This design comes from an exercise in tuning for small area and a short achievable clock period on the open sky130 flow, not from production work.
In this exercise RTL edits were held to simulation tests only and were not proved equivalent to the original.
Power figures rest on the tool's default switching activity, not on a simulated workload.

--- flow/constraint.sdc ---
create_clock -name core_clock -period 15.0 [get_ports {ap_clk}]
set_input_delay 3.0000 -clock core_clock [delete_from_list [all_inputs] [get_ports {ap_clk}]]
set_output_delay 3.0000 -clock core_clock [all_outputs]
set_load 0.01 [all_outputs]
--- flow/config.mk ---
export PLATFORM = sky130hd
export DESIGN_NAME = srpt_grant_pkts
export DESIGN_NICKNAME = srpt_grant_pkts
export VERILOG_FILES = /design/flow/design.v
export SDC_FILE = /design/flow/constraint.sdc
export NUM_CORES = 8
export LEC_CHECK = 0
export CAP_MARGIN = 20
export CORE_MARGIN = 2
export CORE_UTILIZATION = 45
export SLEW_MARGIN = 20
export SYNTH_MEMORY_MAX_BITS = 8192
--- flow/design.v ---
`timescale 1ns / 1ps
module srpt_grant_pkts #(parameter MAX_OVERCOMMIT = 8,
			 parameter MAX_OVERCOMMIT_LOG2 = 3,
			 parameter MAX_SRPT = 64)
   (input ap_clk, ap_rst, ap_ce, ap_start, ap_continue,
    input			 header_in_empty_i,
    output reg			 header_in_read_en_o,
    input [64-1:0]	 header_in_data_i,
    input			 grant_pkt_full_i,
    output reg			 grant_pkt_write_en_o,
    output reg [97-1:0] grant_pkt_data_o, 
    output			 ap_idle, ap_done, ap_ready);
   (* mem2reg *) reg [97-1:0]	 srpt_queue[MAX_SRPT-1:0];
   wire [97-1:0]	 srpt_active[MAX_OVERCOMMIT-1:0];
   reg [97-1:0]	 srpt_odd[MAX_SRPT-1:0]; 
   reg [97-1:0]	 srpt_even[MAX_SRPT-1:0]; 
   reg				 swap_type;
   reg [MAX_OVERCOMMIT_LOG2-1:0] peer_match; 
   reg [MAX_OVERCOMMIT_LOG2-1:0] rpc_match;   
   reg [MAX_OVERCOMMIT_LOG2-1:0] ready_match;  
   reg				 peer_match_en;
   reg				 rpc_match_en;
   reg				 ready_match_en;
   reg [31:0]			 avail_pkts;
   reg [1:0]			 state;
   reg				 new_header;
   reg				 new_grant;
   reg				 new_active;
   assign ap_ready = 1;
   assign ap_idle = 0;
   assign ap_done = 1;
   task prioritize;
      output [97-1:0] low_o, high_o;
      input [97-1:0]  low_i, high_i;
      begin
	 if ((low_i[96:94] != high_i[96:94]) 
	     ? (low_i[96:94] < high_i[96:94]) 
	     : (low_i[93:62] > high_i[93:62])) begin
	    high_o = low_i;
	    low_o  = high_i;
	    if (low_i[13:0] == high_i[13:0]) begin
	       if (low_i[96:94] == 3'b001) begin
		  low_o[96:94]  = 3'b101;
	       end else if (low_i[96:94] == 3'b011) begin
		  low_o[96:94]  = 3'b110;
	       end else if (low_i[29:14] == high_i[29:14]
			    && low_i[96:94] == 3'b000) begin
		  low_o[93:62] = low_i[93:62] - 32'h56a;
		  low_o[61:30]      = low_i[61:30] + 32'h56a;
	       end 
	    end
	 end else begin 
	    high_o = high_i;
	    low_o  = low_i;
	 end 
      end
   endtask 
   integer entry;
   always @* begin
      grant_pkt_data_o     = 0;
      grant_pkt_write_en_o = 0;
      header_in_read_en_o  = 0;
      peer_match     = {MAX_OVERCOMMIT_LOG2{1'b1}};
      rpc_match      = {MAX_OVERCOMMIT_LOG2{1'b1}};
      ready_match    = {MAX_OVERCOMMIT_LOG2{1'b1}};
      peer_match_en  = 1'b0;
      rpc_match_en   = 1'b0;
      ready_match_en = 1'b0;
      new_header = header_in_empty_i;
      new_active = ((srpt_queue[MAX_OVERCOMMIT-1][96:94] != srpt_queue[MAX_OVERCOMMIT][96:94]) ?
		    (srpt_queue[MAX_OVERCOMMIT-1][96:94] < srpt_queue[MAX_OVERCOMMIT][96:94]) :
		    (srpt_queue[MAX_OVERCOMMIT-1][93:62] > srpt_queue[MAX_OVERCOMMIT][93:62])) && 
		   (srpt_queue[MAX_OVERCOMMIT][96:94] == 3'b110);
      for (entry = 0; entry < MAX_OVERCOMMIT; entry=entry+1) begin
	 if (header_in_data_i[13:0] == srpt_queue[entry][13:0] && peer_match_en == 1'b0) begin
	    peer_match = entry[MAX_OVERCOMMIT_LOG2-1:0];
	    peer_match_en = 1'b1;
	 end else begin
	    peer_match = peer_match;
	 end 
	 if (header_in_data_i[29:14] == srpt_queue[entry][29:14] && rpc_match_en == 1'b0) begin
	    rpc_match = entry[MAX_OVERCOMMIT_LOG2-1:0];
	    rpc_match_en = 1'b1;
	 end else begin
	    rpc_match = rpc_match;
	 end
	 if (srpt_queue[entry][96:94] == 3'b110 
	     && srpt_queue[entry][61:30] != 0 
	     && ready_match_en == 1'b0) begin
	    ready_match = entry[MAX_OVERCOMMIT_LOG2-1:0];
	    ready_match_en = 1'b1;
	 end else begin
	    ready_match = ready_match;
	 end
      end  
      new_grant = grant_pkt_full_i && ready_match_en && avail_pkts != 0;
      /*verilator lint_off WIDTH*/
      if (new_header) begin
	 header_in_read_en_o  = 1;
	 grant_pkt_write_en_o = 0;
      end else if (new_grant) begin  
	 grant_pkt_data_o[13:0]    = srpt_queue[ready_match][13:0];
	 grant_pkt_data_o[29:14]     = srpt_queue[ready_match][29:14];
	 grant_pkt_data_o[61:30] = 32'b0;
	 if (srpt_queue[ready_match][61:30] > avail_pkts) begin
	    grant_pkt_data_o[93:62] = srpt_queue[ready_match][93:62] - avail_pkts;
	 end else begin 
	    grant_pkt_data_o[93:62] = srpt_queue[ready_match][93:62] - srpt_queue[ready_match][61:30];
	 end 
	 header_in_read_en_o = 0;
	 grant_pkt_write_en_o = 1;
      end  
      /*verilator lint_on WIDTH*/
      srpt_odd[0] = srpt_queue[0];
      srpt_odd[MAX_SRPT-1] = srpt_queue[MAX_SRPT-1];
      for (entry = 2; entry < MAX_SRPT-1; entry=entry+2) begin
	 prioritize(srpt_odd[entry-1], srpt_odd[entry], srpt_queue[entry-1], srpt_queue[entry]);
      end
      for (entry = 1; entry < MAX_SRPT; entry=entry+2) begin
	 prioritize(srpt_even[entry-1], srpt_even[entry], srpt_queue[entry-1], srpt_queue[entry]);
      end
   end
   integer rst_entry;
   always @(posedge ap_clk) begin
      if (ap_rst) begin
	 swap_type <= 0;
	 avail_pkts <= 480000;
	 for (rst_entry = 0; rst_entry < MAX_SRPT; rst_entry=rst_entry+1) begin
	    srpt_queue[rst_entry][13:0]         <= 0;
	    srpt_queue[rst_entry][29:14]          <= 0;
	    srpt_queue[rst_entry][61:30]      <= 0;
	    srpt_queue[rst_entry][93:62] <= 0;
	    srpt_queue[rst_entry][96:94]        <= 3'b100;
	 end
      end else if (ap_ce && ap_start) begin
	 if (new_header) begin
	    for (entry = MAX_OVERCOMMIT+1; entry < MAX_SRPT-1; entry=entry+1) begin
	       srpt_queue[entry] <= srpt_queue[entry-1];
	    end
	    if (header_in_data_i[63:62] == 2'b00) begin
	       /*verilator lint_on WIDTH*/
	       srpt_queue[MAX_OVERCOMMIT][13:0]         <= header_in_data_i[13:0];
	       srpt_queue[MAX_OVERCOMMIT][29:14]          <= header_in_data_i[29:14];
	       srpt_queue[MAX_OVERCOMMIT][61:30]      <= 32'h56a;
	       srpt_queue[MAX_OVERCOMMIT][93:62] <= header_in_data_i[61:30] - 32'h56a;
	       if (peer_match_en) begin
		  /*verilator lint_off WIDTH*/
		  if ((header_in_data_i[61:30] -32'h56a) < srpt_queue[peer_match][93:62]) begin
		     srpt_queue[peer_match][96:94]     <= 3'b101;
		     srpt_queue[MAX_OVERCOMMIT][96:94] <= 3'b110;
		  end else begin
		     srpt_queue[MAX_OVERCOMMIT][96:94] <= 3'b101;
		  end
		  /*verilator lint_on WIDTH*/
	       end else begin 
		  avail_pkts <= avail_pkts + 32'h56a;
		  srpt_queue[MAX_OVERCOMMIT][96:94] <= 3'b110;
	       end
	    end else begin  
	       /*verilator lint_off WIDTH*/
	       if (rpc_match_en) begin
		  srpt_queue[rpc_match][61:30]      <= srpt_queue[rpc_match][61:30] + 32'h56a;
		  srpt_queue[rpc_match][93:62] <= srpt_queue[rpc_match][93:62] - 32'h56a;
	       end else begin
		  srpt_queue[MAX_OVERCOMMIT][13:0]         <= header_in_data_i[13:0];
		  srpt_queue[MAX_OVERCOMMIT][29:14]          <= header_in_data_i[29:14];
		  srpt_queue[MAX_OVERCOMMIT][61:30]      <= 0;
		  srpt_queue[MAX_OVERCOMMIT][93:62] <= 0;
		  srpt_queue[MAX_OVERCOMMIT][96:94]        <= 3'b000;
	       end
	       /*verilator lint_on WIDTH*/
	    end
	 end else if (new_grant) begin  
	    /*verilator lint_off WIDTH*/
	    if (srpt_queue[ready_match][61:30] > avail_pkts) begin
	       srpt_queue[ready_match][61:30]      <= srpt_queue[ready_match][61:30] - avail_pkts;
	       srpt_queue[ready_match][93:62] <= srpt_queue[ready_match][93:62] - avail_pkts;
	       avail_pkts <= 0;  
	    end else begin 
	       if ((srpt_queue[ready_match][93:62] - srpt_queue[ready_match][61:30]) == 0) begin
		  srpt_queue[ready_match][96:94] <= 3'b100;
	       end
	       srpt_queue[ready_match][61:30]      <= 0;
	       srpt_queue[ready_match][93:62] <= srpt_queue[ready_match][93:62] - srpt_queue[ready_match][61:30];
	       avail_pkts <= avail_pkts - srpt_queue[ready_match][61:30];
	    end  
	    /*verilator lint_on WIDTH*/
	 end else if (new_active) begin  
	    for (entry = MAX_OVERCOMMIT+2; entry < MAX_SRPT-1; entry=entry+1) begin
	       srpt_queue[entry] <= srpt_queue[entry-1];
	    end
	    srpt_queue[MAX_OVERCOMMIT][13:0]         <= srpt_queue[MAX_OVERCOMMIT][13:0];
	    srpt_queue[MAX_OVERCOMMIT][29:14]          <= srpt_queue[MAX_OVERCOMMIT][29:14];
	    srpt_queue[MAX_OVERCOMMIT][61:30]      <= 32'b0;
	    srpt_queue[MAX_OVERCOMMIT][93:62] <= 32'b0;
	    srpt_queue[MAX_OVERCOMMIT][96:94]        <= 3'b001;
	    srpt_queue[MAX_OVERCOMMIT-1] <= srpt_queue[MAX_OVERCOMMIT];
	    srpt_queue[MAX_OVERCOMMIT+1] <= srpt_queue[MAX_OVERCOMMIT-1];
	 end else begin
	    if (swap_type == 1'b0) begin
	       for (entry = 0; entry < MAX_SRPT; entry=entry+1) begin
		  srpt_queue[entry] <= srpt_even[entry];
	       end
	       swap_type <= 1'b1;
	    end else begin
	       for (entry = 0; entry < MAX_OVERCOMMIT-1; entry=entry+1) begin
		  srpt_queue[entry] <= srpt_odd[entry];
	       end
	       for (entry = MAX_OVERCOMMIT+1; entry < MAX_SRPT; entry=entry+1) begin
		  srpt_queue[entry] <= srpt_odd[entry];
	       end
	       swap_type <= 1'b0;
	    end
	 end
      end
   end 
endmodule  
--- flow/run.sh ---
#!/bin/bash
# synth_recipe.tcl (not shown) runs the flow's synth.tcl, then flattens the netlist and writes it again
# the make line also repeats each setting of config.mk as NAME=value (left out here)
make -C /OpenROAD-flow-scripts/flow DESIGN_CONFIG=/design/flow/config.mk WORK_HOME=/design/flow/orfs CLKGATE_MAP_FILE= SYNTH_SCRIPT=/design/flow/synth_recipe.tcl finish
==> run notes <==
[cell usage in the layout, fill, tap and decap left out, types with 455 or more instances in the layout]
cell / synthesis / layout
a211oi_1: 4834 / 4815
a21o_1: 775 / 775
a21oi_1: 4452 / 4443
a311oi_1: 1954 / 1954
buf_4: 85 / 770
clkbuf_16: 0 / 789
dfxtp_1: 6241 / 6240
ha_1: 2489 / 2489
inv_1: 2497 / 2496
mux2i_1: 2290 / 2289
nand2_1: 6646 / 6638
nand3_1: 892 / 886
nand4_1: 1178 / 1178
nor2_1: 9779 / 9738
nor3_1: 642 / 627
nor4_1: 710 / 628
o211ai_1: 455 / 455
o21ai_0: 3019 / 3017
xnor2_1: 3588 / 3588
xor2_1: 1818 / 1818
[state kept, by name (all words and copies together) (netlist names)]
signal,flops
srpt_queue,6208
avail_pkts,32
swap_type,1
[cell usage after synthesis, types with 255 or more instances]
| cell type | count |
|---|---|
| a221oi_1 | 339 |
| a31oi_1 | 356 |
| ha_1 | 2489 |
| nor2_1 | 9779 |
| clkbuf_1 | 4749 |
| a211oi_1 | 4834 |
| and3_1 | 351 |
| inv_1 | 2497 |
| nor3_1 | 642 |
| nor4_1 | 710 |
| o21ai_0 | 3019 |
| a21o_1 | 775 |
| buf_2 | 384 |
| xnor2_1 | 3588 |
| o21a_1 | 325 |
| dfxtp_1 | 6241 |
| a21oi_1 | 4452 |
| nor2b_1 | 440 |
| nand4_1 | 1178 |
| or3_1 | 412 |
| buf_1 | 255 |
| nand2_1 | 6646 |
| o211ai_1 | 455 |
| nand2b_1 | 346 |
| a311oi_1 | 1954 |
| nand3_1 | 892 |
| mux2i_1 | 2290 |
| xor2_1 | 1818 |
[power by group]
| part | internal, uW | switching, uW | total, uW |
|---|---|---|---|
| clock | 11600 | 8260 | 19800 |
| combinational | 10700 | 15900 | 26600 |
| sequential | 19000 | 5340 | 24400 |
| total | 41300 | 29500 | 70900 |
[stage by stage]
stage | power (uW) | cells
final | 70900 | 75000
after global routing | 75100 | 75000
after CTS | 70800 | 75000
after detailed placement | 50900 | 73500
after global placement | 50600 | 73500
after floorplan | 42500 | 64100
[cell type report]
type                    instances  share of cell area
diodes                         31            0.000154
clock inverters               244             0.00639
clock buffers                1179              0.0462
well taps                   13900              0.0346
multi-input cells           49900               0.628
flip-flops and latches       6241               0.248
repair buffers                990              0.0175
inverters                    2506              0.0187
[cells by family after synthesis]
kind of cell,Yosys count
xor gates and xnor gates,5406
AOI/OAI and AO/OA,17700
other,2
adders and majority gates,2493
DFF,6241
and+or+nand+nor,21900
muxes,2379
buffers and inverters,8015
[how the worst min path moves through the flow]
stage | cells past startpoint | slack [ns] | end
6_report | 2 | 0.49 | srpt_queue[63][36]$_SDFFE_PP0P_
2_1_floorplan | 2 | 0.45 | srpt_queue[63][30]$_SDFFE_PP0P_
3_3_place_gp | 2 | 0.47 | srpt_queue[63][30]$_SDFFE_PP0P_
3_5_place_dp | 2 | 0.47 | srpt_queue[63][36]$_SDFFE_PP0P_
5_1_grt | 2 | 0.52 | srpt_queue[62][8]$_SDFFE_PP0P_
4_1_cts | 2 | 0.49 | srpt_queue[63][36]$_SDFFE_PP0P_
[metal layers]
layer	global-route usage	part of all wire
met5	0.000582	0.00026
met4	0.158	0.060
met3	0.0470	0.066
met2	0.463	0.42
met1	0.431	0.46
[worst reg2reg max path: stages (launching register included)]
cell      delay (ns)
dfxtp_1         0.48
nor4_1          0.57
nand4_1         0.79
o2111a_2        0.57
buf_4           0.25
or2_2           0.36
or2_2           0.68
nor2_1          0.91
nor2_4          0.35
buf_4           0.39
mux2i_1         0.22
nor2_1          0.06
nor3_1          0.30
a21oi_1         0.20
fa_1            0.52
a211oi_1        0.36
o21ai_1         0.16
a21oi_1         0.32
o21ai_0         0.30
o21a_1          0.29
o311ai_0        0.77
a21oi_1         0.11
nand4_1         0.27
nor4_4          0.10
a21oi_2         0.69
nor2_1          0.41
and3_1          0.26
a211o_1         0.25
==> impl_metrics.csv <==
group,metric,value,unit
cells_and_area,fillers,104000,
setup_path,reg2reg_depth,27,
setup_path,r2r-end,"srpt_queue[2][96]$_SDFFE_PP1P_",
timing,final.min_clock_period,14.57,ns
die,start_util,0.451,
logic_synthesis,synthCells,64100,
cells_and_area,layout.nets,62900,
setup_path,crit_path_end_kind,"primary output",
route,routed_via_density,5.96,
timing,maxSlewViolCount,0,
setup_path,slowest_delay,0.91,ns
clock_network,cts_buffers,779,
global_routing,grt_max_degree,208,
logic_synthesis,ys_ff_latch,6241,
timing,tightestPinTransition,1.30,ns
setup_path,path_delay_family,"simple AND/OR/NAND/NOR gates",
setup_path,critPathMaxFanout,28,
global_routing,grtUsageTotal,0.309,
setup_path,cp-start-kind,"register",
logic_synthesis,yosysWarnings,3,
logic_synthesis,synth_fa_ha_area_frac,0.0663,
timing,max_freq,0.0687,GHz
route,drt_iter0_markers,43300,
cells_and_area,seqCellArea,125000,sq um
logic_synthesis,async_flop_share,0,
logic_synthesis,synth-compound-area-share,0.250,
setup_path,critical_path_class,"register to primary output",
die,row_count,375,
clock_network,ctsHoldBuffers,0,
setup_path,startpoint,"srpt_queue[5][44]$_SDFFE_PP0P_",
setup_path,cpMaxStageDelayCell,"nor2_1",
timing,hold_viol,0,
clock_network,htreeDepth,6,
global_routing,first_global_vias,408000,
timing,fin_ws,0.434,ns
worst_hold_path,hold_path_class,"register to register",
cells_and_area,multiInputGateArea,317000,sq um
cells_and_area,final_util,0.483,
route,wl,1710,mm
route,drc,0,
timing,holdWs,0.486,ns
clock_network,insertion_delay,1.20,ns
job,cap_violations,0,
setup_path,r2r_start,"srpt_queue[5][44]$_SDFFE_PP0P_",
die,design.die.area,1050000,sq um
logic_synthesis,synth_xor_area_frac,0.101,
logic_synthesis,synth_top_family_by_area,"compound AO/OA/AOI/OAI gates",
die,die_w,1.03,mm
timing,finalSetupViolCount,0,
route,antenna_left,0,
logic_synthesis,syn_avg_cell_area,7.35,sq um
placement,place_congestion,0.995,
power,powerDensity,141,nW/um^2
placement,dp_hpwl,1250,mm
route,vias,447000,
setup_path,crit_end,"grant_pkt_data_o[67]",
clock_network,path_clk_slew,0.06,ns
setup_path,crit_arrival,11.57,ns
worst_hold_path,hp-start,"srpt_queue[63][36]$_SDFFE_PP0P_",
logic_synthesis,synthMuxAreaShare,0.0508,
outcome,outcome,"timing/DRC/antenna clean",
route,dr.pass1.iters,9,
die,core_area,1040000,sq um
setup_path,path_buf_inv,3,
route,routedWlPerCell,22.8,um
clock_network,cts_setup_buffers,0,
logic_synthesis,synth_top_area_frac,0.265,
logic_synthesis,yosys.area_share.simple,0.201,
power,ir_drop,0.135,mV
logic_synthesis,synthTopCellsByArea,"dfxtp_1 (27%), nor2_1 (7.8%), a211oi_1 (7.7%)",
cells_and_area,syn_to_final_growth,6.99,%
clock_network,cts_buffer_depth,5,
clock_network,cts_resized,0,
setup_path,ff2ff_setup_slack,3.94,ns
placement,placed_area,477000,sq um
global_routing,globalRouteOverflowTotal,0,
cells_and_area,drive_above_1_share,0.0431,
logic_synthesis,synth-seq-area-share,0.265,
clock_network,cts_tree,"yes",
logic_synthesis,ys_types,122,
global_routing,grt_antenna_before_repair,80,
timing,tns,0,ns
clock_network,cts_root_buf,"clkbuf_16",
placement,io_buffers,133,
timing,final.setup_skew,0.0783,ns
setup_path,crit_cells,22,
global_routing,grt_pass1_wl,2610,mm
setup_path,path_cells,"nor4_1 -> nand4_1 -> o2111a_2 -> buf_4 -> or2_2 -> or2_2 -> nor2_1 -> nor2_4 -> mux2i_1 -> nor2_1 -> o32a_1 -> ha_1 -> nand4_1 -> nor4_1 -> nor2b_1 -> o211ai_1 -> o211ai_1 -> and2_2 -> buf_4 -> nand2_1 -> a21oi_1 -> clkdlybuf4s50_1",
clock_network,cts_sinks,6241,
timing,rsz0062_at_grt,"false",
logic_synthesis,synth_area,471000,sq um
die,io_pins,173,
setup_path,worstPathRequired,12.00,ns
timing,period_share,0.971,
cells_and_area,final_cell_area,504000,sq um
placement,dp_slack,2.02,ns
timing,relSlewSlack,0.131,
power,power_leakage,0.168,uW
logic_synthesis,synth_top_area_cell,"dfxtp_1",
logic_synthesis,synthFlopType,"dfxtp_1",
logic_synthesis,synth_edf_count,0,
die,die_h,1.03,mm

[static timing again, ports no longer ideal]
The flow's constraints put no driver on any port. The routed layout listed below was extracted and timed again, unchanged, in two steps.
Step 1: set_driving_cell puts a clkbuf_16 on ap_clk and a buf_2 on each other input, an assumption about the parent block.
Step 2 also shifts input and output timing later by t, the mid clock arrival at the registers, as if the neighbouring blocks saw the same clock.
Three values: ideal ports, drivers, drivers and shift; two values: the first two.
t (ns): 1.329
setup slack, ns: 0.434 / 0.264 / 1.593
worst slew at a driven data input, ns: 0.54
pins driven straight from the clock port: 1
After both steps setup and hold are still met in this run. The setup slack of this run moves by -0.170 ns with the drivers and by +1.159 ns with both steps.
